Background: an optimization exercise with open tools, aiming at small area, a short achievable clock period and few clock cycles. Do not read the settings as production practice. The RTL was checked by simulation tests, not by an equivalence proof against the original design. Power figures rest on the tool's default switching activity, not on a simulated workload.

===== flow/design.v =====
module sw(i0, i1, i2, i3, o0, o1, o2, o3, clk, rst);
  input clk, rst;
  input [9:0] i0, i1, i2, i3;
  output [9:0] o0, o1, o2, o3;
  wire [9:0] in [0:3];
  assign in[0] = i0; assign in[1] = i1; assign in[2] = i2; assign in[3] = i3;
  wire [8:0] f [0:3];      
  wire [3:0] av;           
  wire [3:0] rq [0:3];     
  reg  [3:0] hd;           
  reg  [3:0] str;          
  wire [3:0] pop;
  reg  [3:0] busy;         
  reg  [3:0] own [0:3];    
  reg  [9:0] ob [0:3];     
  wire [3:0] req [0:3];    
  wire [3:0] gnt [0:3];
  wire [3:0] sel [0:3];    
  wire [3:0] gin;          
  genvar i, j;
  generate
    for (i = 0; i < 4; i = i + 1) begin : g_in
      fifo q(.clk(clk), .rst(rst), .din({in[i][9], in[i][7:0]}),
             .dval(in[i][9] | in[i][8]), .pop(pop[i]), .h(f[i]), .hv(av[i]), .req(rq[i]));
      assign gin[i] = gnt[0][i] | gnt[1][i] | gnt[2][i] | gnt[3][i];
      assign pop[i] = (str[i] & av[i]) | gin[i];
    end
    for (j = 0; j < 4; j = j + 1) begin : g_out
      for (i = 0; i < 4; i = i + 1) begin : g_r
        assign req[j][i] = rq[i][j];
        assign sel[j][i] = busy[j] ? (own[j][i] & av[i]) : gnt[j][i];
      end
      arb a(.clk(clk), .rst(rst), .req(req[j]), .busy(busy[j]), .gnt(gnt[j]));
    end
  endgenerate
  function [9:0] pick;
    input [3:0] s;
    input [8:0] f0, f1, f2, f3;
    input [3:0] h;
    begin
      pick = ({10{s[0]}} & {f0[8], ~h[0], f0[7:0]}) |
             ({10{s[1]}} & {f1[8], ~h[1], f1[7:0]}) |
             ({10{s[2]}} & {f2[8], ~h[2], f2[7:0]}) |
             ({10{s[3]}} & {f3[8], ~h[3], f3[7:0]});
    end
  endfunction
  wire [3:0] tl = av & {f[3][8], f[2][8], f[1][8], f[0][8]};
  integer k, n;
  always @(posedge clk) begin
    for (k = 0; k < 4; k = k + 1)
      ob[k] <= pick(sel[k], f[0], f[1], f[2], f[3], str ^ 4'b1111);
    if (rst) begin
      str <= 4'b0000;
      busy <= 4'b0000;
      for (k = 0; k < 4; k = k + 1) begin
        ob[k][9:8] <= 2'b00;
      end
    end else begin
      str <= (str & ~tl) | gin;
      for (k = 0; k < 4; k = k + 1) begin
        busy[k] <= busy[k] ? ~|(own[k] & tl) : |req[k];
        if (!busy[k]) own[k] <= gnt[k];
      end
    end
  end
  assign o0 = ob[0];
  assign o1 = ob[1];
  assign o2 = ob[2];
  assign o3 = ob[3];
endmodule
module fifo(clk, rst, din, dval, pop, h, hv, req);
  input clk, rst, dval, pop;
  input [8:0] din;
  output reg [8:0] h;    
  output reg hv;         
  output reg [3:0] req;  
  reg [15*9-1:0] mem;    
  reg [3:0] rp, wp;      
  reg hd;                
  reg empty, full;       
  function [3:0] dec;
    input [1:0] d;
    dec = {d == 2'd3, d == 2'd2, d == 2'd1, d == 2'd0};
  endfunction
  wire [8:0] rd = mem[9*rp +: 9];
  wire [3:0] rpn, wpn;           
  inc15 ir(.p(rp), .n(rpn));
  inc15 iw(.p(wp), .n(wpn));
  wire e_rd = (rpn == wp);       
  wire f_wr = (wpn == rp);       
  wire take = ~hv | pop;         
  wire fromm = take & ~empty;    
  wire byp = take & empty & dval;  
  wire wr = dval & ~byp;         
  wire [3:0] rq_rd = dec(rd[1:0]);
  wire [3:0] rq_in = dval ? dec(din[1:0]) : 4'b0000;
  wire tl = ~hd & h[8];          
  integer k;
  always @(posedge clk) begin
    for (k = 0; k < 15; k = k + 1)
      if (!full && wp == k) mem[9*k +: 9] <= din;
    if (take) h <= empty ? din : rd;
    if (rst) begin
      rp <= 4'd0;
      wp <= 4'd0;
      empty <= 1'b1;
      full <= 1'b0;
      hv <= 1'b0;
      hd <= 1'b1;
      req <= 4'b0000;
    end else begin
      if (wr) wp <= wpn;
      if (fromm) rp <= rpn;
      empty <= fromm ? (wr ? empty : e_rd) : (wr ? 1'b0 : empty);
      full <= wr ? (fromm ? full : f_wr) : (fromm ? 1'b0 : full);
      hv <= ~take | ~empty | dval;
      if (pop) hd <= tl;
      if (pop) req <= tl ? (empty ? rq_in : rq_rd) : 4'b0000;
      else if (!hv) req <= hd ? rq_in : 4'b0000;
    end
  end
endmodule
module inc15(p, n);
  input [3:0] p;
  output [3:0] n;
  assign n = (p == 4'd14) ? 4'd0 : p + 4'd1;
endmodule
module arb(clk, rst, req, busy, gnt);
  input clk, rst, busy;
  input [3:0] req;
  output [3:0] gnt;
  reg [5:0] p;           
  wire [3:0] w [0:3];
  assign w[0] = {p[2], p[1], p[0], 1'b0};
  assign w[1] = {p[4], p[3], 1'b0, ~p[0]};
  assign w[2] = {p[5], 1'b0, ~p[3], ~p[1]};
  assign w[3] = {1'b0, ~p[5], ~p[4], ~p[2]};
  genvar i;
  generate
    for (i = 0; i < 4; i = i + 1) begin : g
      assign gnt[i] = req[i] & ~busy &
                      ~(req[(i+1)%4] & w[(i+1)%4][i]) &
                      ~(req[(i+2)%4] & w[(i+2)%4][i]) &
                      ~(req[(i+3)%4] & w[(i+3)%4][i]);
    end
  endgenerate
  always @(posedge clk) begin
    if (rst)
      p <= 6'b111111;    
    else if (~busy & |req)    
      p <= ({6{gnt[0]}} & 6'b111000) |    
           ({6{gnt[1]}} & 6'b100001) |    
           ({6{gnt[2]}} & 6'b001011) |    
           ({6{gnt[3]}} & 6'b111111);     
  end
endmodule

===== flow/flow/run.sh =====
#!/bin/bash
# Standard ORFS layout, with plain buffers (buf_4) on the ports instead of the
# delay-cell buffers buffer_ports picks by default, and sizing not held to
# the cell footprint.
set -euo pipefail
export BUFFER_PORTS_ARGS="-buffer_cell sky130_fd_sc_hd__buf_4"
bash standard.sh MATCH_CELL_FOOTPRINT=0 finish > orfs_make.log 2>&1

===== flow/standard.sh =====
#!/bin/bash
# synth_recipe.tcl (not shown) runs the flow's synth.tcl, then flattens the netlist and writes it again
# the make line also repeats each setting of config.mk as NAME=value (left out here)
make -C /OpenROAD-flow-scripts/flow DESIGN_CONFIG=/design/flow/config.mk WORK_HOME=/design/flow/orfs CLKGATE_MAP_FILE= SYNTH_SCRIPT=/design/flow/synth_recipe.tcl "${@:-finish}"

===== flow/config.mk =====
export PLATFORM = sky130hd
export DESIGN_NAME = sw
export DESIGN_NICKNAME = sw
export VERILOG_FILES = /design/flow/design.v
export SDC_FILE = /design/flow/constraint.sdc
export NUM_CORES = 4
export LEC_CHECK = 0
export CAP_MARGIN = 20
export CORE_MARGIN = 2
export CORE_UTILIZATION = 40
export CTS_CLUSTER_DIAMETER = 80
export CTS_CLUSTER_SIZE = 24
export PLACE_DENSITY = 0.6
export SETUP_SLACK_MARGIN = 3.8
export SLEW_MARGIN = 20

===== flow/constraint.sdc =====
create_clock -name core_clock -period 6.0 [get_ports {clk}]
set_input_delay 1.2000 -clock core_clock [delete_from_list [all_inputs] [get_ports {clk}]]
set_output_delay 1.2000 -clock core_clock [all_outputs]
set_load 0.01 [all_outputs]

==> results of run 1 <==
==> power breakdown <==
part	switching, mW	internal (mW)	total [mW]	leakage, nW
Clock	1.66	1.39	3.05	0.611
Combinational	2.16	1.79	3.95	4.18
Sequential	0.873	6.31	7.18	6.58
==> layer usage <==
layer	wire, µm	share of wire [%]
met1	35400	45
met5	27	0.035
met4	1660	2.1
met3	5060	6.5
met2	36000	46
==> area by class of cell <==
cell class,count,area [µm²],share of cell area [%]
clock buffers,58,1080,3.00
repair buffers,187,1990,5.55
inverters,41,163,0.453
flip-flops and latches,728,20600,57.4
multi-input cells,1216,10600,29.4
clock inverters,14,180,0.502
well taps,1040,1300,3.62
==> logic make-up (layout without fill, tap and decap cells) <==
group | count (synthesis) | after routing | synth area share, %
xor gates and xnor gates | 16 | 16 | 0.450
and+or+nand+nor | 533 | 533 | 8.60
buffers and inverters | 186 | 300 | 2.61
AOI/OAI and AO/OA | 446 | 446 | 10.3
muxes | 221 | 221 | 12.2
DFF | 728 | 728 | 65.8
==> what timing repair did <==
item / 4_1_cts / 5_1_grt
gates resized for setup: 174 / 129
gates cloned: 4 / 3
pin swaps: 13 / 27
setup buffers: 34 / 34
endpoints found under the setup margin: 428 / 365
==> layout by cell type (no fill, tap or decap), types with 13 or more instances in the layout <==
cell and count:
a22oi_1 84, a211o_1 14, nor2b_1 28, dfxtp_1 55
nand2_1 170, nand2b_1 39, edfxtp_1 592, nor2_2 32
mux2_2 31, dfxtp_2 68, buf_6 51, nor2_4 15
nor2_1 57, inv_1 34, nand3b_1 18, buf_12 16
o21ai_0 62, dfxtp_4 13, nand3_1 44, buf_4 104
clkbuf_16 47, mux4_2 124, a21oi_1 84, nor3_1 28
clkbuf_1 17, mux2i_1 56, a31oi_1 23
==> flip-flops by register name, indices dropped and copies added, names as in the netlist <==
| signal | flops |
|---|---|
| g_out.a.p | 24 |
| g_in.q.full | 4 |
| g_in.q.empty | 4 |
| str | 4 |
| g_in.q.hv | 4 |
| g_in.q.mem | 540 |
| g_in.q.hd | 4 |
| own | 16 |
| busy | 4 |
| ob | 40 |
| g_in.q.wp | 16 |
| g_in.q.rp | 16 |
| g_in.q.req | 16 |
| g_in.q.h | 36 |
==> worst max path at each step <==
stage	startpoint	to	slack, ps	depth (start not counted)
floorplan	g_in[2].q.rp[0]	g_in[2].q.h[2]	3800	5
global placement	g_in[0].q.rp[0]	g_in[0].q.h[2]	3010	4
detailed placement	g_in[0].q.rp[0]	g_in[0].q.h[2]	2970	4
CTS	g_in[0].q.req[0]	g_in[0].q.req[0]	3710	8
global route	g_in[1].q.wp[0]	g_in[1].q.mem[106]	3580	2
finish	ob[1][3]	o1[3]	3740	1
==> flow_summary.ini, run 1 <==
[cts]
cts_tree = yes
clk_pin_slew_worst_paths_ps = 100
cts_max_level = 2
cts_num_sinks = 728
clkLatencyLatePin_ps = 620
hold_buffers = 0
cts_buffers = 39
clockRootBuffer = clkbuf_16
clockBufferDepth = 3

[drt]
wl_per_cell_um = 23.8
route.detailed.drc = 0
first_pass_iters = 10
drtIter0Drc = 2174
postRouteAntennaNets = 0
wl_um = 78200
vias = 19200
viasPerCell = 5.85

[synthesis]
syn_area_um2 = 31100
yosys_most_used_dff = edfxtp_1
synth_area_leaders = edfxtp_1 57%, mux4_2 9.0%, dfxtp_1 8.7%
yosys_warnings = 7
synth.most_common_cell = edfxtp_1
yosys-top-cells-count = 592 x edfxtp_1, 172 x nand2_1, 136 x dfxtp_1
synth_top_area_share_pct = 57.1
yosysSeqAreaShare_pct = 65.8
syn_inst = 2130
synth_edf_count = 592
syn-mean-instance-area_um2 = 14.6
ys_seq_elements = 728
synth-async-reset-ratio_pct = 0
synth_fp_nets = 2172
post-synth-top-area-cell = edfxtp_1
ys_types = 91

[sta]
holdWs_ps = 466
fin_crit_ps = 2260
finalCritPeriodShare_pct = 37.6
skew_ps = 30.7
finalHoldViolCount = 0
fin_ws_ps = 3740
fin_setup_tns_ps = 0
clock.fmax_ghz = 0.443
slew_headroom_pct = 34.0
maxSlewViolCount = 0
final-setup-viol-count = 0
rsz0062_at_grt = yes
tightest_slew_ps = 989

[global_routing]
grt_max_degree = 44
grtUsageTotal_pct = 19.0
grt_pass1_vias = 18600
grt_use_met1_pct = 28.6
top_usage_layer = met2
use_met3_pct = 2.35
antenna_found_initial = 3
grt_pass1_wl_um = 119000
grt.met2_usage_pct = 29.6
overflow = 0

[setup_path]
worstPathRequired_ps = 4800
reg2reg_from = g_in[1].q.wp[1]
critPathTopFamily = flip-flops
start_kind = flop
end_kind = output port
r2r_cells = 2
cp_slowest_cell = dfxtp_2
max_stage_delay_ps = 330
cp_cell_sequence = buf_6
reg2reg_to = g_in[1].q.mem[107]
worstSetupPathType = flop to output port
rrSetupSlack_ps = 3750
worst_ep_arrival_time_ps = 1060
worst-path-max-fanout = 1
cp.buffers_inverters = 1

[worst_hold_path]
hold_depth = 2
hold_class = flop to flop
hp-start = g_out[1].a.p[2]
hold_end = g_out[1].a.p[2]

[floorplanning]
ios = 82
dieArea_um2 = 80100
rows = 102
die_w_um = 283
core_area_um2 = 77200
die_height_um = 283
start_util_pct = 40.3

[power]
leakagePower_nw = 11.4
p_per_area_nw_per_um2 = 395
total_power_mw = 14.2
ir_drop_uv = 221

[final_layout]
diodes = 0
fillers = 6623
area_growth_syn_to_layout_pct = 15.4
drive_gt1_share_pct = 29.0
instances_no_fill = 3284
utilization_pct = 46.5
design_area_um2 = 35900
nets = 2255

[placed_design]
placed_cells = 3137
io_buffers = 81
gp_congestion = 0.876
dp.final_hpwl_um = 49300
place_ws_ps = 2970
place_area_um2 = 32800

[status]
status = finished clean

[run]
cap_violations = 0
Testbench counts, summed over its fixed seeds: cycles 2,639.
==> run 2: changes to the inputs <==
--- a/flow/design.v
+++ b/flow/design.v
@@ -9,4 +9,3 @@
   wire [3:0] rq [0:3];     
-  reg  [3:0] hd;           
-  reg  [3:0] str;          
+  wire [3:0] hd;           
   wire [3:0] pop;
@@ -23,5 +22,5 @@
       fifo q(.clk(clk), .rst(rst), .din({in[i][9], in[i][7:0]}),
-             .dval(in[i][9] | in[i][8]), .pop(pop[i]), .h(f[i]), .hv(av[i]), .req(rq[i]));
+             .dval(in[i][9] | in[i][8]), .pop(pop[i]), .h(f[i]), .hv(av[i]), .hd(hd[i]), .req(rq[i]));
       assign gin[i] = gnt[0][i] | gnt[1][i] | gnt[2][i] | gnt[3][i];
-      assign pop[i] = (str[i] & av[i]) | gin[i];
+      assign pop[i] = (~hd[i] & av[i]) | gin[i];
     end
@@ -50,5 +49,4 @@
     for (k = 0; k < 4; k = k + 1)
-      ob[k] <= pick(sel[k], f[0], f[1], f[2], f[3], str ^ 4'b1111);
+      ob[k] <= pick(sel[k], f[0], f[1], f[2], f[3], hd);
     if (rst) begin
-      str <= 4'b0000;
       busy <= 4'b0000;
@@ -58,3 +56,2 @@
     end else begin
-      str <= (str & ~tl) | gin;
       for (k = 0; k < 4; k = k + 1) begin
@@ -70,3 +67,3 @@
 endmodule
-module fifo(clk, rst, din, dval, pop, h, hv, req);
+module fifo(clk, rst, din, dval, pop, h, hv, hd, req);
   input clk, rst, dval, pop;
@@ -78,3 +75,3 @@
   reg [3:0] rp, wp;      
-  reg hd;                
+  output reg hd;         
   reg empty, full;       
==> run 2 against run 1 <==
  * Power is 2.1% lower
  * Largest power group unchanged
  * Largest cell class unchanged
  * Global-route usage is 0.11 points lower
  * Register-to-register slack hardly changed
  * Critical path depth is 5 higher
  * Clock power is 4% lower
  * Utilization is 0.70 points higher
  * Synthesized cell count is 0.94% lower
  * Clock-buffer cell count is 7 lower
  * Worst hold slack better by 0.51 ps
  * Via count is 0.14% lower
  * Still clean
  * Final area is 0.18% higher
  * Sequential share of layout area is 0.26 points lower
==> flow_summary.ini, run 2 <==
[power]
ir_drop_uv = 190
p_per_area_nw_per_um2 = 386
total_power_mw = 13.9
leakagePower_nw = 11.5

[drt]
wl_per_cell_um = 23.5
postRouteAntennaNets = 0
vias = 19200
viasPerCell = 5.87
first_pass_iters = 7
wl_um = 76800
route.detailed.drc = 0
drtIter0Drc = 2485

[floorplanning]
rows = 101
core_area_um2 = 76200
die_height_um = 282
die_w_um = 282
ios = 82
start_util_pct = 40.5
dieArea_um2 = 79400

[run]
cap_violations = 0

[cts]
cts_tree = yes
cts_max_level = 2
cts_buffers = 39
clockBufferDepth = 3
clockRootBuffer = clkbuf_16
clkLatencyLatePin_ps = 590
hold_buffers = 0
clk_pin_slew_worst_paths_ps = 90
cts_num_sinks = 724

[synthesis]
synth_top_area_share_pct = 57.6
post-synth-top-area-cell = edfxtp_1
synth.most_common_cell = edfxtp_1
synth_area_leaders = edfxtp_1 58%, dfxtp_1 8.6%, mux4_2 8.2%
syn_area_um2 = 30800
synth_compound_area_share_pct = 11.5
syn_inst = 2110
yosys-top-cells-count = 592 x edfxtp_1, 137 x nand2_1, 132 x dfxtp_1
synth-simple-area-share_pct = 7.84
synth_edf_count = 592
yosys_most_used_dff = edfxtp_1
syn-mean-instance-area_um2 = 14.6
ys_types = 86
yosysSeqAreaShare_pct = 66.2
synthMuxAreaShare_pct = 11.7
synth-adder-area-share_pct = 0
ys_seq_elements = 724
synth_fp_nets = 2152
synth-async-reset-ratio_pct = 0
yosys_warnings = 7
synth_top_family_by_area = multiplexers
synth_xor_area_share_pct = 0.284

[placed_design]
io_buffers = 81
place_area_um2 = 32500
place_ws_ps = 2540
placed_cells = 3109
dp.final_hpwl_um = 46900
gp_congestion = 0.894

[final_layout]
largest_register_ffs = 540
final_common_cell = edfxtp_1
top_regs = g_in.q.mem x540, ob x40, g_in.q.h x36
drive_gt1_share_pct = 29.3
nets = 2260
regMostFlops = g_in.q.mem
area_growth_syn_to_layout_pct = 16.7
design_area_um2 = 36000
utilization_pct = 47.2
layout_common_cells = 592 x edfxtp_1, 136 x nand2_1, 119 x buf_4
instances_no_fill = 3272

[setup_path]
worst_ep_arrival_time_ps = 2750
start_kind = flop
end_kind = flop
worstSetupPathType = flop to flop
reg2reg_to = g_in[2].q.req[0]
max_stage_delay_ps = 520
cp_slowest_cell = mux4_2
cp_cell_sequence = mux4_2, mux2_4, a2111oi_4, a21oi_2, a211o_1, a211oi_2
worst-path-max-fanout = 6
worstPathRequired_ps = 6510
reg2reg_from = g_in[2].q.rp[1]
rrSetupSlack_ps = 3760
r2r_cells = 6

[global_routing]
overflow = 0
grt_max_degree = 77
grt_pass1_vias = 18400
grt_pass1_wl_um = 115000
grtUsageTotal_pct = 18.9
antenna_found_initial = 2

[sta]
fin_setup_tns_ps = 0
final-setup-viol-count = 0
tightest_slew_ps = 1090
slew_headroom_pct = 27.1
maxSlewViolCount = 0
finalCritPeriodShare_pct = 37.3
fin_crit_ps = 2240
skew_ps = 26.7
rsz0062_at_grt = yes
fin_ws_ps = 3760
clock.fmax_ghz = 0.446
holdWs_ps = 467
finalHoldViolCount = 0

[worst_hold_path]
hp-start = g_out[3].a.p[2]
hold_depth = 2
hold_class = flop to flop
hold_end = g_out[3].a.p[2]

[status]
status = finished clean
-- run 2: changes by cell type in the layout (fill, tap and decap cells not counted), sizes merged, moves of 8 or more --
cell     delta
mux2i      +21
nand2      -35
a31oi      +14
mux2       -13
o2111ai    -10
buf        +19
nor2       +17
nand2b     -13
nand3       -9
a211oi     +11
a22oi      -17
nor3        -8
mux4       -12
-- run 2: critical path, delay by kind of cell (launching register included) --
family | cells | cell delay [ps]
compound gates | 4 | 890
mux | 2 | 830
flops | 1 | 430
-- run 2: repair_timing --
| item | CTS | global route |
|---|---|---|
| pin swaps | 21 | 27 |
| endpoints found under the hold margin | 0 | 0 |
| resized for setup | 212 | 134 |
| setup endpoints to repair | 420 | 385 |
| setup buffers | 52 | 30 |
| cloned | 10 | 4 |
-- run 2: how the worst max path moves through the flow --
stage | startpoint | endpoint | slack [ps] | depth (start not counted)
2_1_floorplan | rst | own[0][0] | 3780 | 4
3_3_place_gp | rst | g_in[0].q.rp[2] | 2550 | 5
3_5_place_dp | rst | g_in[0].q.rp[2] | 2540 | 5
4_1_cts | g_in[0].q.wp[3] | g_in[0].q.mem[94] | 3490 | 2
5_1_grt | g_in[2].q.rp[1] | g_in[2].q.req[0] | 3690 | 6
6_report | g_in[2].q.rp[1] | g_in[2].q.req[0] | 3760 | 6
-- run 2: report_power, final --
part	internal (mW)	leakage (nW)	switching, mW
Combinational	1.85	4.34	2.13
Clock	1.29	0.573	1.63
Sequential	6.21	6.55	0.772
Total	9.36	11.5	4.53
-- run 2: cells by family (layout without fill, tap and decap cells) --
family          after synthesis  in the layout
xor+xnor                     10             10
simple gates                480            480
flops                       724            724
compound gates              487            487
mux                         217            217
other cells                   0              1
buf+inv                     192            323
-- run 2: final cells by class --
cell class	instances	area, µm²
multi-input cells	1194	10400
clock buffers	51	1060
well taps	1030	1290
inverters	49	213
clock inverters	13	119
fillers	6547	40200
diodes	1	2.50
flip-flops and latches	724	20600
repair buffers	210	2300
-- run 2: routing by layer --
| metal | global-route usage (%) | wire length [µm] | vias up |
|---|---|---|---|
| li1 | - | - | 8577 |
| met1 | 27.2 | 33800 | 9786 |
| met2 | 29.7 | 36000 | 723 |
| met3 | 3.77 | 5660 | 103 |
| met4 | 4.42 | 1450 | 2 |
| met5 | 0 | 13 | - |
Testbench counts of run 2, summed over its fixed seeds: cycles 2,639.
==> run 3: changes to the inputs <==
--- a/flow/config.mk
+++ b/flow/config.mk
@@ -7,2 +7,3 @@
 export LEC_CHECK = 0
+export ABC_AREA = 1
 export CAP_MARGIN = 20
==> run 3 against run 2 <==
  * Still clean on timing, DRC and antenna
  * Sequential share of layout area grew 2.9 points
  * Via count grew 15%
  * Non-clock buffer count shrank 80
  * Die area shrank 0.77%
  * Combinational power grew 26%
  * Critical path depth shrank 5
  * Synthesized cell count grew 36%
  * Worst hold slack gained 4.4 ps
  * Synthesized area shrank 0.78%
==> flow_summary.ini, run 3 <==
[synthesis]
syn-mean-instance-area_um2 = 10.7
synth_area_leaders = edfxtp_1 58%, dfxtp_1 8.6%, nand2_1 6.5%
syn_area_um2 = 30600
synth_top_area_share_pct = 58.1
synth.most_common_cell = edfxtp_1
yosysSeqAreaShare_pct = 66.7
synth_fp_nets = 2905
yosys_most_used_dff = edfxtp_1
ys_seq_elements = 724
syn_inst = 2863
post-synth-top-area-cell = edfxtp_1
synth-async-reset-ratio_pct = 0
synth_edf_count = 592
yosys-top-cells-count = 592 x edfxtp_1, 532 x nand2_1, 354 x nor2_1
ys_types = 52
yosys_warnings = 7

[run]
cap_violations = 0

[drt]
route.detailed.drc = 0
drtIter0Drc = 2717
wl_per_cell_um = 21.2
postRouteAntennaNets = 0
wl_um = 83600
viasPerCell = 5.59
first_pass_iters = 6
vias = 22000

[global_routing]
grt.met2_usage_pct = 33.2
overflow = 0
grt_max_degree = 46
grtUsageTotal_pct = 20.9
top_usage_layer = met2
grt_use_met1_pct = 30.1
use_met3_pct = 3.17
grt_pass1_wl_um = 127000
grt_pass1_vias = 20900
antenna_found_initial = 1

[sta]
maxSlewViolCount = 0
clock.fmax_ghz = 0.438
skew_ps = 20.2
slew_headroom_pct = 22.5
fin_ws_ps = 3720
tightest_slew_ps = 1160
finalHoldViolCount = 0
finalCritPeriodShare_pct = 38.1
final-setup-viol-count = 0
fin_crit_ps = 2290
rsz0062_at_grt = yes
fin_setup_tns_ps = 0

[cts]
hold_buffers = 0
clockBufferDepth = 3
cts_num_sinks = 724
cts_tree = yes
clkLatencyLatePin_ps = 600
cts_max_level = 2
cts_buffers = 39
clockRootBuffer = clkbuf_16
clk_pin_slew_worst_paths_ps = 80

[setup_path]
cp.buffers_inverters = 1
start_kind = flop
worstPathRequired_ps = 4800
critPathTopFamily = flip-flops
worst-path-max-fanout = 1
worst_ep_arrival_time_ps = 1090
cp_cell_sequence = buf_6
worstSetupPathType = flop to output port
max_stage_delay_ps = 370
end_kind = output port
cp_slowest_cell = dfxtp_4

[final_layout]
diodes = 0
nets = 2971
top_regs = g_in.q.mem x540, ob x40, g_in.q.h x36
ff_latch_area_um2 = 20500
fillers = 6893
area_growth_syn_to_layout_pct = 11.6
final_common_cell = edfxtp_1
regMostFlops = g_in.q.mem
drive_gt1_share_pct = 12.3
multi_input_area_um2 = 8830
largest_register_ffs = 540
layout_common_cells = 592 x edfxtp_1, 527 x nand2_1, 341 x nor2_1

[power]
p_per_area_nw_per_um2 = 450
ir_drop_uv = 197
leakagePower_nw = 12.4

[floorplanning]
dieArea_um2 = 78700
die_height_um = 281
rows = 101
ios = 82
start_util_pct = 40.4
core_area_um2 = 75800
die_w_um = 281

[placed_design]
dp.final_hpwl_um = 53700
place_ws_ps = 2980
gp_congestion = 0.901
io_buffers = 81

[status]
status = finished clean

[worst_hold_path]
hold_class = flop to flop
[run 3: path summary, 6_finish.rpt]
check / start / end / slack [ps] / cells after the start
setup / recovery: ob[3][8] / o3[8] / 3720 / 1
hold / removal: g_out[3].a.p[4] / g_out[3].a.p[4] / 470 / 2
setup reg to reg: g_in[2].q.wp[1] / g_in[2].q.mem[91] / 3870 / 4
hold reg to reg: g_out[3].a.p[4] / g_out[3].a.p[4] / 470 / 2
[run 3: cell families after synthesis]
logic type                Yosys count  synth area share (%)
and+or+nand+nor                  1154                  16.0
buffers and inverters             364                  4.92
xor gates and xnor gates           21                 0.601
AOI/OAI and AO/OA                 600                  11.8
DFF                               724                  66.7
[run 3: power breakdown]
group | total, mW | switching [mW] | internal, mW
Clock | 2.98 | 1.65 | 1.33
Sequential | 7.36 | 0.818 | 6.54
Combinational | 5.02 | 3.42 | 1.60
[run 3: what timing repair did]
action / CTS / global route
resized for setup: 131 / 56
endpoints found under the setup margin: 129 / 172
buffers inserted: 19 / 14
pin swaps: 0 / 1
gates cloned: 8 / 2
[run 3: through the flow]
step           power (mW)  area [µm²]  std cells  hold WS, ps  utilization, %
3_5_place_dp         12.0       32000       3821          459            42.2
4_1_cts              15.2       33800       3919          473            44.6
2_1_floorplan        10.2       30600       2863          442               -
6_report             15.4       34100       3937          471            45.0
5_1_grt              16.2       34100       3937          499            45.0
3_3_place_gp         12.0       32000       3821          458            42.2
[run 3: layout make-up]
type	instances	area share, %
Clock inverter	13	0.341
Timing Repair inverter	8	0.169
Multi-Input combinational cell	1775	25.9
Timing Repair Buffer	130	3.73
Clock buffer	58	3.25
Tap cell	978	3.58
Sequential cell	724	60.0
Inverter	251	3.02
[run 3: worst reg2reg max path, cell delays in order, from the launching register on]
cell and delay [ps]:
dfxtp_1 420, inv_1 140, nor2_1 210, nand2_1 120
nor2_1 860
[run 3: layer usage]
layer	share of wire [%]	routed length, µm
met5	0.016	13
met4	2.1	1750
met1	44	36600
met3	7.8	6540
met2	46	38700
==> run 4: changes to the inputs <==
--- a/flow/config.mk
+++ b/flow/config.mk
@@ -7,3 +7,2 @@
 export LEC_CHECK = 0
-export ABC_AREA = 1
 export CAP_MARGIN = 20
@@ -14,3 +13,3 @@
 export PLACE_DENSITY = 0.6
-export SETUP_SLACK_MARGIN = 3.8
+export SETUP_SLACK_MARGIN = 3.7
 export SLEW_MARGIN = 20
==> run 4 against run 3 <==
  * Still clean
  * Sequential power shrank 6.0%
  * Sequential share of layout area fell by 1.4 points
  * Clock power fell by 1%
  * Synthesized cell count is 26% lower
==> flow_summary.ini, run 4 <==
[final_layout]
ff_latch_area_um2 = 20500
top_regs = g_in.q.mem x540, ob x40, g_in.q.h x36
fillers = 6585
layout_common_cells = 592 x edfxtp_1, 159 x buf_4, 136 x nand2_1
area_growth_syn_to_layout_pct = 13.4
diodes = 0
drive_gt1_share_pct = 24.7
instances_no_fill = 3249
largest_register_ffs = 540
multi_input_area_um2 = 10100
final_common_cell = edfxtp_1
nets = 2235
design_area_um2 = 35000
regMostFlops = g_in.q.mem

[drt]
drtIter0Drc = 2339
postRouteAntennaNets = 0
wl_um = 74200
viasPerCell = 5.82
vias = 18900
route.detailed.drc = 0
wl_per_cell_um = 22.8
first_pass_iters = 6

[setup_path]
worstPathRequired_ps = 6240
worst-path-max-fanout = 16
end_kind = flop
worst_ep_arrival_time_ps = 2660
critical_path.startpoint = g_in[3].q.wp[3]
start_kind = flop
r2r_cells = 3
reg2reg_from = g_in[3].q.wp[3]
worstSetupPathType = flop to flop

[sta]
fin_crit_ps = 2420
holdWs_ps = 476
tightest_slew_ps = 987
finalHoldViolCount = 0
maxSlewViolCount = 0
slew_headroom_pct = 34.0
skew_ps = 30.7
rsz0062_at_grt = yes
final-setup-viol-count = 0
clock.fmax_ghz = 0.413
fin_setup_tns_ps = 0
finalCritPeriodShare_pct = 40.4

[worst_hold_path]
hold_depth = 2
hp-start = g_out[3].a.p[2]
hold_class = flop to flop

[floorplanning]
rows = 101
ios = 82
dieArea_um2 = 79400
core_area_um2 = 76200
start_util_pct = 40.5
die_w_um = 282
die_height_um = 282

[cts]
cts_tree = yes
clkLatencyLatePin_ps = 600
cts_num_sinks = 724
clk_pin_slew_worst_paths_ps = 90
cts_max_level = 2
clockBufferDepth = 3
clockRootBuffer = clkbuf_16
cts_buffers = 39

[power]
p_per_area_nw_per_um2 = 387
leakagePower_nw = 11.1
ir_drop_uv = 183
total_power_mw = 13.5

[placed_design]
place_area_um2 = 32500
dp.final_hpwl_um = 47200
gp_congestion = 0.859
placed_cells = 3108
io_buffers = 81

[synthesis]
synth-async-reset-ratio_pct = 0
synth_fp_nets = 2152
syn_inst = 2110
synth_area_leaders = edfxtp_1 58%, dfxtp_1 8.6%, mux4_2 8.2%
yosys_most_used_dff = edfxtp_1
post-synth-top-area-cell = edfxtp_1
synth_top_area_share_pct = 57.6
yosys-top-cells-count = 592 x edfxtp_1, 137 x nand2_1, 132 x dfxtp_1
syn_area_um2 = 30800
synth.most_common_cell = edfxtp_1
yosys_warnings = 7
synth_edf_count = 592
syn-mean-instance-area_um2 = 14.6
ys_types = 86
ys_seq_elements = 724
yosysSeqAreaShare_pct = 66.2

[global_routing]
grt_pass1_vias = 18400
overflow = 0
grt_pass1_wl_um = 113000
grt_max_degree = 77
antenna_found_initial = 1
grtUsageTotal_pct = 18.5

[run]
cap_violations = 0

[status]
status = finished clean
[run 4: changes by cell type after synthesis, moves of 41 or more]
| cell | previous run | this run |
|---|---|---|
| nor2_1 | 354 | 121 |
| mux2i_1 | 0 | 82 |
| nand3_1 | 156 | 37 |
| a21oi_1 | 131 | 90 |
| mux4_2 | 0 | 112 |
| o21ai_0 | 249 | 75 |
| inv_1 | 221 | 43 |
| nand2_1 | 532 | 137 |
[run 4: what timing repair did]
action                                 4_1_cts  5_1_grt
gates cloned                                 3        2
endpoints found under the hold margin        0        0
resized for setup                           87       85
pin swaps                                   11       21
buffers inserted                            46       23
setup endpoints to repair                  279      256
hold buffers                                 0        0
[run 4: path summary, 6_finish.rpt]
path                             to  slack [ps]
setup / recovery  g_in[3].q.mem[84]        3580
hold / removal      g_out[3].a.p[2]         480
setup reg to reg  g_in[3].q.mem[84]        3580
hold reg to reg     g_out[3].a.p[2]         480
[run 4: report_power, final]
group / leakage [nW] / internal, mW / switching, mW
combinational: 4.01 / 1.64 / 2.03
sequential: 6.53 / 6.19 / 0.732
clock: 0.581 / 1.31 / 1.63
total: 11.1 / 9.14 / 4.39
[run 4: worst max-delay path: stages, from the launching register on]
cell and delay (ps):
dfxtp_1 660, inv_1 250, or3_1 530, nor2_2 600
[run 4: cell type report]
cell class              instances  area share, %
flip-flops and latches        724           58.6
multi-input cells            1194           28.9
repair buffers                185           4.82
well taps                    1030           3.68
clock buffers                  54           3.10
inverters                      49          0.569
clock inverters                13          0.361
[run 4: layer usage]
metal	global-route usage [%]	wire length (µm)	vias to the layer above	share of wire [%]
met5	0	16	-	0.022
met4	4.00	1380	2	1.9
met3	2.81	4770	98	6.4
met2	29.0	34300	697	46
met1	27.3	33700	9587	45
li1	-	-	8522	-
[run 4: stage by stage]
stage	worst slack [ps]	util, %
6_report	3580	45.9
5_1_grt	3510	45.9
4_1_cts	3510	45.2
3_5_place_dp	2520	42.6
3_3_place_gp	2560	42.6
2_1_floorplan	3710	-
[run 4: cell families after synthesis]
group | after synthesis | synth area share, %
AOI/OAI and AO/OA | 487 | 11.5
xor gates and xnor gates | 10 | 0.284
buffers and inverters | 192 | 2.53
DFF | 724 | 66.2
muxes | 217 | 11.7
and+or+nand+nor | 480 | 7.84
==> run 5: changes to the inputs <==
--- a/flow/config.mk
+++ b/flow/config.mk
@@ -7,2 +7,3 @@
 export LEC_CHECK = 0
+export ABC_AREA = 1
 export CAP_MARGIN = 20
@@ -13,3 +14,3 @@
 export PLACE_DENSITY = 0.6
-export SETUP_SLACK_MARGIN = 3.7
+export SETUP_SLACK_MARGIN = 4.0
 export SLEW_MARGIN = 20
==> run 5 against run 4 <==
  * Critical path type is now flop to output port
  * Die area down 0.77%
  * Clock skew down 3.9 ps
  * Critical path depth down 2
  * Final cell count up 22%
  * Via count up 17%
  * Power up 15%
  * Highest routed layer unchanged
  * Largest power group unchanged
  * Synthesized area down 0.78%
  * Sequential share of layout area up 0.60 points
  * Synthesized cell count up 36%
  * Final area down 0.93%
==> flow_summary.ini, run 5 <==
[final_layout]
design_area_um2 = 34700
drive_gt1_share_pct = 15.3
top_regs = g_in.q.mem x540, ob x40, g_in.q.h x36
area_growth_syn_to_layout_pct = 13.3
final_common_cell = edfxtp_1
regMostFlops = g_in.q.mem
largest_register_ffs = 540
nets = 2985
utilization_pct = 45.7
layout_common_cells = 592 x edfxtp_1, 524 x nand2_1, 307 x nor2_1
diodes = 0

[worst_hold_path]
hold_depth = 2
hp-start = g_out[3].a.p[4]
hold_class = flop to flop
hold_end = g_out[3].a.p[4]

[cts]
cts_num_sinks = 724
clockRootBuffer = clkbuf_16
cts_tree = yes
clkLatencyLatePin_ps = 590
clockBufferDepth = 3
clk_pin_slew_worst_paths_ps = 90
cts_max_level = 2
cts_buffers = 39
hold_buffers = 0

[sta]
maxSlewViolCount = 0
skew_ps = 26.8
holdWs_ps = 482
final-setup-viol-count = 0
tightest_slew_ps = 1070
slew_headroom_pct = 28.7
fin_ws_ps = 3720
finalCritPeriodShare_pct = 37.9
fin_crit_ps = 2280
rsz0062_at_grt = yes
finalHoldViolCount = 0
fin_setup_tns_ps = 0
clock.fmax_ghz = 0.439

[floorplanning]
die_w_um = 281
dieArea_um2 = 78700
ios = 82
start_util_pct = 40.4
die_height_um = 281
rows = 101
core_area_um2 = 75800

[setup_path]
max_stage_delay_ps = 390
reg2reg_from = g_in[3].q.rp[0]
cp_slowest_cell = dfxtp_4
rrSetupSlack_ps = 4070
worstPathRequired_ps = 4800
cp_cell_sequence = buf_6
worstSetupPathType = flop to output port
cp.buffers_inverters = 1
reg2reg_to = g_in[3].q.h[7]
worst-path-max-fanout = 1
start_kind = flop
end_kind = output port
worst_ep_arrival_time_ps = 1080
r2r_cells = 7
critPathTopFamily = flip-flops

[global_routing]
overflow = 0
grt_max_degree = 55
antenna_found_initial = 1
grt_pass1_wl_um = 127000
grt_pass1_vias = 21000
grtUsageTotal_pct = 21.0

[drt]
postRouteAntennaNets = 0
wl_per_cell_um = 21.4
viasPerCell = 5.61
route.detailed.drc = 0
drtIter0Drc = 2445
vias = 22200
wl_um = 84600
first_pass_iters = 7

[synthesis]
post-synth-top-area-cell = edfxtp_1
syn_area_um2 = 30600
synth_edf_count = 592
synth_top_area_share_pct = 58.1
yosys-top-cells-count = 592 x edfxtp_1, 532 x nand2_1, 354 x nor2_1
synth_area_leaders = edfxtp_1 58%, dfxtp_1 8.6%, nand2_1 6.5%
synth-async-reset-ratio_pct = 0
syn-mean-instance-area_um2 = 10.7
yosys_most_used_dff = edfxtp_1
syn_inst = 2863
ys_seq_elements = 724
synth.most_common_cell = edfxtp_1
yosysSeqAreaShare_pct = 66.7
yosys_warnings = 7
synth_fp_nets = 2905
ys_types = 52

[power]
leakagePower_nw = 12.5
p_per_area_nw_per_um2 = 448
ir_drop_uv = 224

[placed_design]
gp_congestion = 0.925
dp.final_hpwl_um = 53700
place_area_um2 = 32000
place_ws_ps = 3130
io_buffers = 81

[run]
cap_violations = 0

[status]
status = finished clean
==> run 5: cell types whose count changed after synthesis, moves of 40 or more <==
cell / change
clkbuf_1: -40
nand2_1: +395
nand3_1: +119
inv_1: +178
a21oi_1: +41
mux4_2: -112
a22oi_1: -40
mux2i_1: -82
nor2_1: +233
o21ai_0: +174
==> run 5: power breakdown <==
group	internal, mW	switching (mW)	leakage (nW)
registers	6.54	0.867	6.54
clock network	1.31	1.64	0.579
logic	1.69	3.51	5.38
total	9.54	6.01	12.5
==> run 5: cells by family (layout without fill, tap and decap cells) <==
logic type	count (synthesis)	after routing	synth area share, %
AO/OA/AOI/OAI	600	600	11.8
XOR/XNOR	21	21	0.601
AND/OR/NAND/NOR	1154	1154	16.0
flip-flops	724	724	66.7
buffers and inverters	364	472	4.92
==> run 5: timing repair <==
item | in CTS | in global routing
cloned | 10 | 6
pin swaps | 1 | 5
buffers inserted | 22 | 20
endpoints found under the setup margin | 254 | 382
resized for setup | 197 | 127
==> run 5: metal layers <==
| metal | global-route usage, % | routed length [µm] | vias to the layer above |
|---|---|---|---|
| li1 | - | - | 10200 |
| met1 | 30.2 | 37300 | 10800 |
| met2 | 33.3 | 38800 | 962 |
| met3 | 2.84 | 6370 | 138 |
| met4 | 5.91 | 2130 | 2 |
| met5 | 0 | 10 | - |
==> run 5: cell type report <==
class / count / area, µm²
clock inverter: 16 / 120
tap: 978 / 1220
sequential: 724 / 20500
inverter: 251 / 1110
clock buffer: 53 / 1080
fill: 6912 / 41200
timing repair buffer: 139 / 1360
timing repair inverter: 13 / 95.1
multi-input combinational: 1775 / 9150
==> run 5: how the worst max path moves through the flow <==
stage	from	endpoint	slack, ps	cells after the start
CTS	ob[3][9]	o3[9]	3690	1
finish	ob[3][9]	o3[9]	3720	1
floorplan	rst	own[3][0]	3890	3
global route	ob[3][9]	o3[9]	3690	1
global placement	g_in[3].q.rp[0]	g_in[3].q.h[4]	3150	7
detailed placement	g_in[3].q.rp[0]	g_in[3].q.h[7]	3130	7
==> run 5: stage by stage <==
step | cells | total power [mW]
after global placement | 3822 | 11.9
after detailed placement | 3822 | 12.0
after floorplan | 2863 | 10.2
after global routing | 3949 | 16.4
final | 3949 | 15.5
after CTS | 3923 | 15.3
==> run 6: changes to the inputs <==
--- a/flow/config.mk
+++ b/flow/config.mk
@@ -10,7 +10,7 @@
 export CORE_MARGIN = 2
-export CORE_UTILIZATION = 40
+export CORE_UTILIZATION = 55
 export CTS_CLUSTER_DIAMETER = 80
 export CTS_CLUSTER_SIZE = 24
-export PLACE_DENSITY = 0.6
-export SETUP_SLACK_MARGIN = 4.0
+export PLACE_DENSITY = 0.75
+export SETUP_SLACK_MARGIN = 3.8
 export SLEW_MARGIN = 20
==> run 6 against run 5 <==
  * Clock power down 2%
  * Critical path depth unchanged
  * Setup slack better by 35 ps
  * Sequential power down 1%
  * Power down 2.6%
  * Register-to-register slack worse by 220 ps
  * Fmax up 1.6%
  * Critical endpoint is now o1[1]
  * Largest cell class unchanged
  * Largest power group unchanged
==> flow_summary.ini, run 6 <==
[cts]
clkLatencyLatePin_ps = 610
clockRootBuffer = clkbuf_16
hold_buffers = 0
clockBufferDepth = 3
cts_max_level = 2
clk_pin_slew_worst_paths_ps = 90
cts_buffers = 38
cts_num_sinks = 724
cts_tree = yes

[floorplanning]
start_util_pct = 55.6
rows = 86
core_area_um2 = 55100
dieArea_um2 = 57600
die_height_um = 240
ios = 82
die_w_um = 240

[final_layout]
layout_common_cells = 592 x edfxtp_1, 528 x nand2_1, 345 x nor2_1
final_common_cell = edfxtp_1
drive_gt1_share_pct = 12.0
instances_no_fill = 3702
area_growth_syn_to_layout_pct = 10.2
fillers = 4378
largest_register_ffs = 540
regMostFlops = g_in.q.mem
top_regs = g_in.q.mem x540, ob x40, g_in.q.h x36
nets = 2966

[setup_path]
start_kind = flop
end_kind = output port
worstSetupPathType = flop to output port
critPathTopFamily = flip-flops
worst_ep_arrival_time_ps = 1040
worst-path-max-fanout = 1
cp_cell_sequence = buf_6
worstPathRequired_ps = 4800
cp_slowest_cell = dfxtp_2
max_stage_delay_ps = 330
cp.buffers_inverters = 1

[synthesis]
yosys_warnings = 7
synth_top_area_share_pct = 58.1
ys_types = 52
yosys-top-cells-count = 592 x edfxtp_1, 532 x nand2_1, 354 x nor2_1
yosysSeqAreaShare_pct = 66.7
synth-async-reset-ratio_pct = 0
yosys_most_used_dff = edfxtp_1
synth.most_common_cell = edfxtp_1
syn-mean-instance-area_um2 = 10.7
syn_inst = 2863
synth_fp_nets = 2905
synth_edf_count = 592
ys_seq_elements = 724
synth_area_leaders = edfxtp_1 58%, dfxtp_1 8.6%, nand2_1 6.5%
post-synth-top-area-cell = edfxtp_1
syn_area_um2 = 30600

[sta]
tightest_slew_ps = 1120
final-setup-viol-count = 0
fin_setup_tns_ps = 0
slew_headroom_pct = 25.3
rsz0062_at_grt = yes
clock.fmax_ghz = 0.446
skew_ps = 28.9
fin_ws_ps = 3760
finalCritPeriodShare_pct = 37.4
fin_crit_ps = 2240
finalHoldViolCount = 0
maxSlewViolCount = 0

[power]
total_power_mw = 15.1
leakagePower_nw = 12.3
p_per_area_nw_per_um2 = 449
ir_drop_uv = 209

[worst_hold_path]
hold_class = flop to flop

[status]
status = finished clean

[global_routing]
top_usage_layer = met2
overflow = 0
use_met3_pct = 4.52
grtUsageTotal_pct = 27.2
grt_use_met1_pct = 39.2
grt_pass1_vias = 21000
antenna_found_initial = 1
grt_max_degree = 46
grt.met2_usage_pct = 42.9
grt_pass1_wl_um = 120000

[run]
cap_violations = 0

[placed_design]
gp_congestion = 0.934
dp.final_hpwl_um = 50500
io_buffers = 81
place_ws_ps = 2790
placed_cells = 3590

[drt]
route.detailed.drc = 0
postRouteAntennaNets = 0
vias = 22200
wl_um = 80000
viasPerCell = 6.01
drtIter0Drc = 2669
first_pass_iters = 6
wl_per_cell_um = 21.6
[run 6: cell count changes in the layout (fill, tap and decap cells not counted), moves of 7 or more]
cell / previous run / this run
inv_1: 201 / 211
nor2_1: 307 / 345
a221oi_2: 7 / 0
dfxtp_4: 12 / 3
buf_4: 86 / 76
nor2_2: 51 / 21
clkbuf_1: 11 / 19
nor2_4: 14 / 6
a221oi_1: 26 / 33
inv_2: 22 / 15
clkinvlp_4: 29 / 21
o311ai_0: 2 / 10
[run 6: worst paths after layout]
| path | startpoint | endpoint | slack (ps) | cells after the start |
|---|---|---|---|---|
| setup reg to reg | g_in[0].q.rp[2] | g_in[0].q.h[5] | 3850 | 7 |
| setup / recovery | ob[1][1] | o1[1] | 3760 | 1 |
| hold reg to reg | g_out[3].a.p[4] | g_out[3].a.p[4] | 470 | 2 |
| hold / removal | g_out[3].a.p[4] | g_out[3].a.p[4] | 470 | 2 |
[run 6: worst register-to-register path, delay by kind of cell (launching register included)]
family | cells | cell delay [ps]
flip-flops | 1 | 320
AND/OR/NAND/NOR | 3 | 560
AO/OA/AOI/OAI | 2 | 670
buffers and inverters | 2 | 400
[run 6: logic make-up (layout without fill, tap and decap cells)]
group	count (synthesis)	count (layout)	synth area share [%]
compound gates	600	600	11.8
simple gates	1154	1154	16.0
buf+inv	364	454	4.92
other cells	0	1	0
flops	724	724	66.7
xor+xnor	21	21	0.601
[run 6: through the flow]
step           instance area (µm²)  utilization [%]  hold WS, ps
2_1_floorplan                30600                -          442
3_3_place_gp                 31700             57.5          461
3_5_place_dp                 31700             57.5          460
4_1_cts                      33300             60.5          475
5_1_grt                      33700             61.2          493
6_report                     33700             61.2          473
[run 6: layout make-up]
class / count / area (µm²) / share of cell area, %
clock inverters: 10 / 88.8 / 0.263
flip-flops and latches: 724 / 20500 / 60.8
repair inverters: 10 / 72.6 / 0.215
well taps: 748 / 936 / 2.78
clock buffers: 59 / 1070 / 3.18
inverters: 251 / 1060 / 3.15
multi-input cells: 1775 / 8800 / 26.1
diodes: 1 / 2.50 / 0.00742
repair buffers: 124 / 1200 / 3.55
[run 6: timing repair]
action                     CTS  global route
resized for setup          134            65
hold endpoints to repair     0             0
pin swaps                    0             2
setup buffers               11            18
setup endpoints to repair  134           141
gates cloned                 8             5
[run 6: layer usage]
metal  vias up  part of all wire (%)
met5         -                     0
met4         0                   2.3
met3       146                   9.7
met2      1149                    46
met1     10700                    42
li1      10200                     -
[run 6: power breakdown]
part	total [mW]	internal [mW]	switching, mW
combinational	4.94	1.57	3.37
clock	2.87	1.27	1.60
sequential	7.33	6.54	0.794
==> run 7: changes to the inputs <==
--- a/flow/config.mk
+++ b/flow/config.mk
@@ -10,6 +10,6 @@
 export CORE_MARGIN = 2
-export CORE_UTILIZATION = 55
+export CORE_UTILIZATION = 65
 export CTS_CLUSTER_DIAMETER = 80
 export CTS_CLUSTER_SIZE = 24
-export PLACE_DENSITY = 0.75
+export PLACE_DENSITY = 0.85
 export SETUP_SLACK_MARGIN = 3.8
==> run 7 against run 6 <==
  * Die area fell by 15%
  * Clock skew decreased by 12 ps
  * Critical path depth unchanged
  * Register-to-register slack worse by 20 ps
  * Final area fell by 0.90%
  * Via count rose by 2.4%
  * Wire length decreased by 0.13%
  * Clock-buffer cell count grew 1
  * Setup slack improved by 12 ps
  * Largest cell class unchanged
==> flow_summary.ini, run 7 <==
[status]
status = finished clean

[sta]
slew_headroom_pct = 19.3
final-setup-viol-count = 0
holdWs_ps = 486
skew_ps = 16.9
fin_crit_ps = 2230
rsz0062_at_grt = yes
tightest_slew_ps = 1210
fin_setup_tns_ps = 0
clock.fmax_ghz = 0.449
finalHoldViolCount = 0
finalCritPeriodShare_pct = 37.2
maxSlewViolCount = 0

[synthesis]
synth_top_area_share_pct = 58.1
yosys_warnings = 7
synth_edf_count = 592
synth_fp_nets = 2905
yosys_most_used_dff = edfxtp_1
yosys-top-cells-count = 592 x edfxtp_1, 532 x nand2_1, 354 x nor2_1
yosysSeqAreaShare_pct = 66.7
ys_types = 52
syn_area_um2 = 30600
synth.most_common_cell = edfxtp_1
synth_area_leaders = edfxtp_1 58%, dfxtp_1 8.6%, nand2_1 6.5%
syn-mean-instance-area_um2 = 10.7
ys_seq_elements = 724
synth-async-reset-ratio_pct = 0
post-synth-top-area-cell = edfxtp_1
syn_inst = 2863

[global_routing]
grt_max_degree = 46
grt_pass1_vias = 21800
grtUsageTotal_pct = 32.2
grt_pass1_wl_um = 123000
overflow = 0
antenna_found_initial = 0

[cts]
cts_max_level = 2
cts_tree = yes
cts_buffers = 37
clockRootBuffer = clkbuf_16
cts_num_sinks = 724
clkLatencyLatePin_ps = 590
hold_buffers = 0
clk_pin_slew_worst_paths_ps = 90
clockBufferDepth = 3

[placed_design]
gp_congestion = 0.964
io_buffers = 81
dp.final_hpwl_um = 51500

[drt]
wl_um = 79900
drtIter0Drc = 3425
wl_per_cell_um = 22.5
first_pass_iters = 9
postRouteAntennaNets = 0
vias = 22800
route.detailed.drc = 0
viasPerCell = 6.41

[final_layout]
top_regs = g_in.q.mem x540, ob x40, g_in.q.h x36
largest_register_ffs = 540
layout_common_cells = 592 x edfxtp_1, 528 x nand2_1, 347 x nor2_1
drive_gt1_share_pct = 11.9
final_common_cell = edfxtp_1
area_growth_syn_to_layout_pct = 9.19
diodes = 0
regMostFlops = g_in.q.mem
nets = 2960

[floorplanning]
die_height_um = 221
die_w_um = 221
ios = 82
start_util_pct = 65.7
rows = 79
core_area_um2 = 46600
dieArea_um2 = 48800

[worst_hold_path]
hold_end = g_out[3].a.p[4]
hold_class = flop to flop
hold_depth = 2
hp-start = g_out[3].a.p[4]

[run]
cap_violations = 0

[setup_path]
critPathTopFamily = flip-flops
worst_ep_arrival_time_ps = 1030
reg2reg_to = g_in[0].q.h[7]
cp.buffers_inverters = 1
rrSetupSlack_ps = 3830
r2r_cells = 7
worstPathRequired_ps = 4800
worst-path-max-fanout = 1
cp_slowest_cell = dfxtp_2
start_kind = flop
end_kind = output port
worstSetupPathType = flop to output port
cp_cell_sequence = buf_6
max_stage_delay_ps = 330
reg2reg_from = g_in[0].q.rp[0]

[power]
p_per_area_nw_per_um2 = 452
ir_drop_uv = 419
total_power_mw = 15.1
leakagePower_nw = 12.3
-- run 7: cell counts after synthesis --
No cell type changed its count.
-- run 7: metrics by stage --
step                      instances  util, %  setup WS, ps  cell area [µm²]
after CTS                      3533     71.1          3710            33100
after global placement         3448     67.7          3050            31500
after global routing           3551     71.8          3750            33400
after detailed placement       3448     67.7          2920            31500
after floorplan                2863        -          3850            30600
final                          3551     71.8          3770            33400
-- run 7: cell families (layout without fill, tap and decap cells) --
group	count (synthesis)	after routing	share of synthesized area, %
flops	724	724	66.7
xor+xnor	21	21	0.601
buf+inv	364	445	4.92
compound gates	600	600	11.8
simple gates	1154	1154	16.0
-- run 7: worst reg2reg max path, stage by stage (launching register included) --
cell	delay, ps
dfxtp_1	340
buf_12	190
nand2_2	230
clkinvlp_2	380
a221oi_1	410
o21ai_0	140
nand3_1	130
a21oi_1	100
-- run 7: worst max path at each step --
stage / startpoint / endpoint / slack, ps / cells past startpoint
final: ob[1][8] / o1[8] / 3770 / 1
after detailed placement: g_in[3].q.rp[0] / g_in[3].q.req[2] / 2920 / 12
after CTS: g_in[3].q.rp[0] / g_in[3].q.h[2] / 3710 / 7
after global placement: g_in[3].q.rp[0] / g_in[3].q.req[2] / 3050 / 12
after floorplan: rst / own[0][0] / 3850 / 3
after global routing: ob[2][9] / o2[9] / 3750 / 1
-- run 7: area by class of cell --
| class | count | area [µm²] |
|---|---|---|
| flip-flops and latches | 724 | 20500 |
| fillers | 3181 | 13100 |
| multi-input cells | 1775 | 8800 |
| repair buffers | 121 | 1150 |
| clock buffers | 60 | 1070 |
| inverters | 251 | 1050 |
| well taps | 607 | 759 |
| repair inverters | 8 | 57.6 |
| clock inverters | 5 | 40.0 |
-- run 7: where the power goes --
group	internal, mW	switching [mW]	total (mW)
clock	1.25	1.55	2.80
combinational	1.56	3.39	4.95
sequential	6.54	0.823	7.36
total	9.34	5.77	15.1
-- run 7: repair_timing --
item | in CTS | in global routing
setup endpoints to repair | 127 | 154
buffers inserted | 14 | 15
pin swaps | 0 | 1
gates cloned | 6 | 3
gates resized for setup | 128 | 67
-- run 7: per-layer routing --
metal	track usage, %	share of wire (%)	up-vias
met3	6.00	12	237
met5	0	0	-
met4	12.7	3.8	0
li1	-	-	10200
met2	49.7	46	1567
met1	45.7	38	10800
==> run 8: changes to the inputs <==
--- a/flow/config.mk
+++ b/flow/config.mk
@@ -12,3 +12,3 @@
 export CTS_CLUSTER_DIAMETER = 80
-export CTS_CLUSTER_SIZE = 24
+export CTS_CLUSTER_SIZE = 30
 export PLACE_DENSITY = 0.85
==> run 8 against run 7 <==
  * Still clean on timing, DRC and antenna
  * Wire length grew 0.55%
  * Final area grew 0.21%
  * Clock skew grew 16 ps
  * Critical path type unchanged
  * Largest cell class unchanged
  * Largest power group unchanged
==> flow_summary.ini, run 8 <==
[setup_path]
worst-path-max-fanout = 1
cp.buffers_inverters = 1
critPathTopFamily = flip-flops
end_kind = output port
reg2reg_to = g_in[0].q.h[7]
cp_cell_sequence = buf_6
worstPathRequired_ps = 4800
cp_slowest_cell = dfxtp_2
max_stage_delay_ps = 340
r2r_cells = 7
reg2reg_from = g_in[0].q.rp[0]
worstSetupPathType = flop to output port
start_kind = flop
worst_ep_arrival_time_ps = 1040
critical_path.startpoint = ob[1][8]
rrSetupSlack_ps = 3820

[drt]
wl_met1_um = 30500
viasPerCell = 6.41
drtIter0Drc = 3550
vias = 22700
wl_um = 80300
wl_per_cell_um = 22.7
route.detailed.drc = 0
postRouteAntennaNets = 0
maxUsedRoutingLayer = met4
wl_met3_um = 9960
first_pass_iters = 6
wl_met2_um = 36900

[sta]
finalCritPeriodShare_pct = 37.3
fin_ws_ps = 3760
fin_setup_tns_ps = 0
clock.fmax_ghz = 0.447
skew_ps = 32.6
rsz0062_at_grt = yes
tightest_slew_ps = 1210
finalHoldViolCount = 0
final-setup-viol-count = 0
maxSlewViolCount = 0
fin_crit_ps = 2240
slew_headroom_pct = 19.3

[run]
cap_violations = 0

[final_layout]
nets = 2958
largest_register_ffs = 540
regMostFlops = g_in.q.mem
fillers = 3182
design_area_um2 = 33500
final_common_cell = edfxtp_1
diodes = 0
top_regs = g_in.q.mem x540, ob x40, g_in.q.h x36
layout_common_cells = 592 x edfxtp_1, 528 x nand2_1, 346 x nor2_1
area_growth_syn_to_layout_pct = 9.42
drive_gt1_share_pct = 12.2

[placed_design]
place_ws_ps = 2920
dp.final_hpwl_um = 51500
io_buffers = 81
gp_congestion = 0.964
place_area_um2 = 31500

[global_routing]
grt_max_degree = 46
grt_pass1_vias = 21900
grt_pass1_wl_um = 123000
grtUsageTotal_pct = 32.0
antenna_found_initial = 0
overflow = 0

[power]
ir_drop_uv = 414
total_power_mw = 15.2
p_per_area_nw_per_um2 = 455
leakagePower_nw = 12.3

[cts]
clockBufferDepth = 3
cts_tree = yes
cts_max_level = 2
hold_buffers = 0
cts_buffers = 35
cts_num_sinks = 724
clockRootBuffer = clkbuf_16
clk_pin_slew_worst_paths_ps = 100
clkLatencyLatePin_ps = 600

[synthesis]
synth-adder-area-share_pct = 0
yosys_warnings = 7
yosys-top-cells-count = 592 x edfxtp_1, 532 x nand2_1, 354 x nor2_1
yosysSeqAreaShare_pct = 66.7
synth_edf_count = 592
syn_inst = 2863
synth_fp_nets = 2905
synthMuxAreaShare_pct = 0
synth_xor_area_share_pct = 0.601
synth-async-reset-ratio_pct = 0
ys_seq_elements = 724
ys_types = 52
syn-mean-instance-area_um2 = 10.7
post-synth-top-area-cell = edfxtp_1
synth_top_family_by_area = simple AND/OR/NAND/NOR gates
synth-simple-area-share_pct = 16.0
syn_area_um2 = 30600
synth.most_common_cell = edfxtp_1
synth_compound_area_share_pct = 11.8
synth_top_area_share_pct = 58.1
yosys_most_used_dff = edfxtp_1
synth_area_leaders = edfxtp_1 58%, dfxtp_1 8.6%, nand2_1 6.5%

[worst_hold_path]
hp-start = g_out[2].a.p[1]
hold_end = g_out[2].a.p[1]
hold_depth = 2
hold_class = flop to flop

[floorplanning]
die_w_um = 221
ios = 82
dieArea_um2 = 48800
die_height_um = 221
rows = 79
start_util_pct = 65.7
core_area_um2 = 46600

[status]
status = finished clean
==> run 8: cell type report <==
cell class / count / area, µm² / area share (%)
Timing Repair inverter: 9 / 65.1 / 0.194
Tap cell: 607 / 759 / 2.27
Timing Repair Buffer: 120 / 1130 / 3.38
Clock buffer: 40 / 905 / 2.70
Multi-Input combinational cell: 1775 / 8810 / 26.3
Inverter: 251 / 1050 / 3.13
Sequential cell: 724 / 20500 / 61.2
Clock inverter: 20 / 267 / 0.796
==> run 8: power breakdown <==
part	switching [mW]	leakage [nW]	internal, mW
Sequential	0.827	6.54	6.54
Clock	1.65	0.565	1.25
Combinational	3.40	5.19	1.55
Total	5.88	12.3	9.35
==> run 8: kinds of logic after synthesis <==
logic type / Yosys count
simple gates: 1154
buf+inv: 364
flops: 724
compound gates: 600
xor+xnor: 21
==> run 8: worst max-delay path by stage <==
| stage | to | slack (ps) | cells past startpoint |
|---|---|---|---|
| after CTS | o1[8] | 3740 | 1 |
| after global routing | o2[9] | 3730 | 1 |
| after global placement | g_in[3].q.req[2] | 3050 | 12 |
| after detailed placement | g_in[3].q.req[2] | 2920 | 12 |
| final | o1[8] | 3760 | 1 |
| after floorplan | own[0][0] | 3850 | 3 |
==> run 8: through the flow <==
stage	cells	hold WS, ps	util, %
4_1_cts	3526	507	71.2
2_1_floorplan	2863	442	-
5_1_grt	3546	525	71.9
6_report	3546	507	71.9
3_5_place_dp	3448	469	67.7
3_3_place_gp	3448	461	67.7
==> run 8: metal layers <==
| metal | global-route usage [%] | vias up |
|---|---|---|
| met2 | 49.8 | 1635 |
| met1 | 44.8 | 10700 |
| li1 | - | 10200 |
| met3 | 6.20 | 228 |
| met4 | 13.1 | 0 |
| met5 | 0 | - |
==> run 8: timing repair <==
| action | 4_1_cts | 5_1_grt |
|---|---|---|
| gates resized for setup | 130 | 70 |
| gates cloned | 5 | 5 |
| pin swaps | 0 | 2 |
| setup buffers | 13 | 15 |
| endpoints found under the setup margin | 127 | 146 |
==> run 9: changes to the inputs <==
--- a/flow/config.mk
+++ b/flow/config.mk
@@ -10,6 +10,6 @@
 export CORE_MARGIN = 2
-export CORE_UTILIZATION = 65
+export CORE_UTILIZATION = 75
 export CTS_CLUSTER_DIAMETER = 80
-export CTS_CLUSTER_SIZE = 30
-export PLACE_DENSITY = 0.85
+export CTS_CLUSTER_SIZE = 24
+export PLACE_DENSITY = 0.92
 export SETUP_SLACK_MARGIN = 3.8
==> run 9 against run 8 <==
  * First-iteration DRC count grew 20%
  * Synthesized cell count is the same
  * Utilization grew 10 points
  * Worst hold slack lost 17 ps
  * Combinational power grew 4%
  * Highest routed layer is now met5
==> flow_summary.ini, run 9 <==
[status]
status = finished clean

[synthesis]
synth_fp_nets = 2905
syn_area_um2 = 30600
post-synth-top-area-cell = edfxtp_1
synth_area_leaders = edfxtp_1 58%, dfxtp_1 8.6%, nand2_1 6.5%
ys_seq_elements = 724
synth.most_common_cell = edfxtp_1
yosys_most_used_dff = edfxtp_1
yosys-top-cells-count = 592 x edfxtp_1, 532 x nand2_1, 354 x nor2_1
synth_edf_count = 592
yosysSeqAreaShare_pct = 66.7
yosys_warnings = 7
synth_top_area_share_pct = 58.1
syn_inst = 2863
syn-mean-instance-area_um2 = 10.7
ys_types = 52
synth-async-reset-ratio_pct = 0

[global_routing]
use_met3_pct = 7.85
antenna_found_initial = 2
overflow = 0
grtUsageTotal_pct = 38.5
grt_pass1_wl_um = 124000
grt_pass1_vias = 22400
grt_max_degree = 47
grt_use_met1_pct = 52.6
top_usage_layer = met2
grt.met2_usage_pct = 61.0

[setup_path]
worstPathRequired_ps = 4800
worst-path-max-fanout = 1
worst_ep_arrival_time_ps = 1060
cp.buffers_inverters = 1
r2r_cells = 4
max_stage_delay_ps = 370
cp_slowest_cell = dfxtp_2
cp_cell_sequence = buf_6
rrSetupSlack_ps = 3820
cp.depth = 1
worstSetupPathType = flop to output port
end_kind = output port
critPathTopFamily = flip-flops
start_kind = flop

[sta]
maxSlewViolCount = 0
tightest_slew_ps = 1170
clock.fmax_ghz = 0.443
final-setup-viol-count = 0
skew_ps = 32.8
rsz0062_at_grt = yes
fin_ws_ps = 3740
slew_headroom_pct = 21.8
fin_setup_tns_ps = 0
finalHoldViolCount = 0
finalCritPeriodShare_pct = 37.7
holdWs_ps = 490
fin_crit_ps = 2260

[cts]
clockBufferDepth = 3
clockRootBuffer = clkbuf_16
clkLatencyLatePin_ps = 600
cts_buffers = 37
cts_max_level = 2
cts_tree = yes
hold_buffers = 0
cts_num_sinks = 724
clk_pin_slew_worst_paths_ps = 90

[placed_design]
place_ws_ps = 3060
gp_congestion = 0.962
placed_cells = 3379
io_buffers = 81
dp.final_hpwl_um = 51800
place_area_um2 = 31400

[final_layout]
layout_common_cells = 592 x edfxtp_1, 527 x nand2_1, 342 x nor2_1
top_regs = g_in.q.mem x540, ob x40, g_in.q.h x36
largest_register_ffs = 540
final_common_cell = edfxtp_1
design_area_um2 = 33400
fillers = 2137
instances_no_fill = 3483
regMostFlops = g_in.q.mem
drive_gt1_share_pct = 11.8
nets = 2963
utilization_pct = 82.4
area_growth_syn_to_layout_pct = 9.19

[power]
ir_drop_uv = 401
power_switching_mw = 5.96
clock_power_share_pct = 18.6
seqPwrFrac_pct = 48.0
total_power_mw = 15.4
comb_power_share_pct = 33.5
p_per_area_nw_per_um2 = 460
leakagePower_nw = 12.3
power.internal_mw = 9.40
switching_share_pct = 38.8

[drt]
vias = 23700
viasPerCell = 6.81
route.detailed.drc = 0
first_pass_iters = 9
wl_per_cell_um = 24.0
wl_um = 83600
drtIter0Drc = 4254
postRouteAntennaNets = 0

[floorplanning]
core_area_um2 = 40600
die_height_um = 206
die_w_um = 206
dieArea_um2 = 42400
ios = 82
start_util_pct = 75.5
rows = 74

[run]
cap_violations = 0

[worst_hold_path]
hold_depth = 2
hold_class = flop to flop
[run 9: cell types whose count changed in the layout (fill, tap and decap cells not counted), moves of 4 or more]
cell        delta
clkbuf_1      +18
nor2_1         -4
nor2_2         +5
clkinvlp_4     -5
dfxtp_1        +5
clkbuf_16      +7
[run 9: worst min-delay path, stage by stage (launching register included)]
cell and delay, ps:
dfxtp_1 340, nand2_1 70, nand2_1 50
[run 9: final cells by class]
class | instances | area, µm² | share of cell area [%]
diodes | 1 | 2.50 | 0.00749
repair inverters | 8 | 57.6 | 0.172
clock inverters | 6 | 58.8 | 0.176
clock buffers | 62 | 1080 | 3.24
inverters | 251 | 1030 | 3.09
multi-input cells | 1775 | 8820 | 26.4
repair buffers | 124 | 1210 | 3.62
well taps | 532 | 666 | 1.99
flip-flops and latches | 724 | 20500 | 61.3
[run 9: repair_timing]
action / in CTS / in global routing
setup buffers: 10 / 13
cloned: 8 / 3
pin swaps: 0 / 2
resized for setup: 121 / 75
setup endpoints to repair: 113 / 140
[run 9: power groups by stage]
stage | clock (mW) | combinational [mW] | sequential [mW]
after global placement | 0 | 4.37 | 7.29
after detailed placement | 0 | 4.58 | 7.33
after floorplan | 0 | 3.24 | 6.96
after CTS | 2.82 | 4.77 | 7.28
final | 2.85 | 5.14 | 7.37
after global routing | 3.00 | 5.51 | 7.41
[run 9: cell families (layout without fill, tap and decap cells)]
| logic type | count (synthesis) | after routing | synth area share [%] |
|---|---|---|---|
| flops | 724 | 724 | 66.7 |
| xor+xnor | 21 | 21 | 0.601 |
| buf+inv | 364 | 451 | 4.92 |
| simple gates | 1154 | 1154 | 16.0 |
| compound gates | 600 | 600 | 11.8 |
| other cells | 0 | 1 | 0 |
[run 9: layer usage]
metal,wire length (µm),up-vias
met1,28700,11000
li1,-,10200
met2,38900,2187
met4,3860,2
met5,16,-
met3,12000,371
[run 9: final timing paths]
| path | from | to |
|---|---|---|
| setup / recovery | ob[3][9] | o3[9] |
| hold / removal | g_out[3].a.p[4] | g_out[3].a.p[4] |
| hold reg to reg | g_out[3].a.p[4] | g_out[3].a.p[4] |
| setup reg to reg | g_in[3].q.wp[1] | g_in[3].q.mem[91] |

-- port drivers added, routing unchanged --
No port has a modelled driver above. Below, the same layouts with a new extraction and two added sets of constraints. Step 1: set_driving_cell puts a clkbuf_16 on clk and a buf_2 on each other input, an assumption about the parent block. Step 2 also shifts input and output timing later by t, the mid clock arrival at the registers, as if the neighbouring blocks saw the same clock. a / b / c = ideal / step 1 / step 2; a / b = the first two.
run | t (ns) | setup WS [ns] | worst setup path at the end
run 1 | 0.663 | 3.744 / 3.678 / 3.157 | input to register
run 2 | 0.644 | 3.759 / 3.704 / 3.299 | input to register
run 3 | 0.645 | 3.715 / 3.657 / 3.281 | input to register
run 4 | 0.657 | 3.577 / 3.577 / 3.279 | input to register
run 5 | 0.633 | 3.723 / 3.667 / 3.456 | input to register
run 6 | 0.647 | 3.758 / 3.702 / 3.319 | input to register
run 7 | 0.641 | 3.770 / 3.711 / 3.317 | input to register
run 8 | 0.647 | 3.763 / 3.704 / 3.293 | input to register
run 9 | 0.640 | 3.741 / 3.682 / 3.194 | input to register
After both steps setup and hold are still met in every run listed. The setup slack of run 1, which loses most, moves by -0.066 ns with the drivers and by -0.587 ns with both steps.
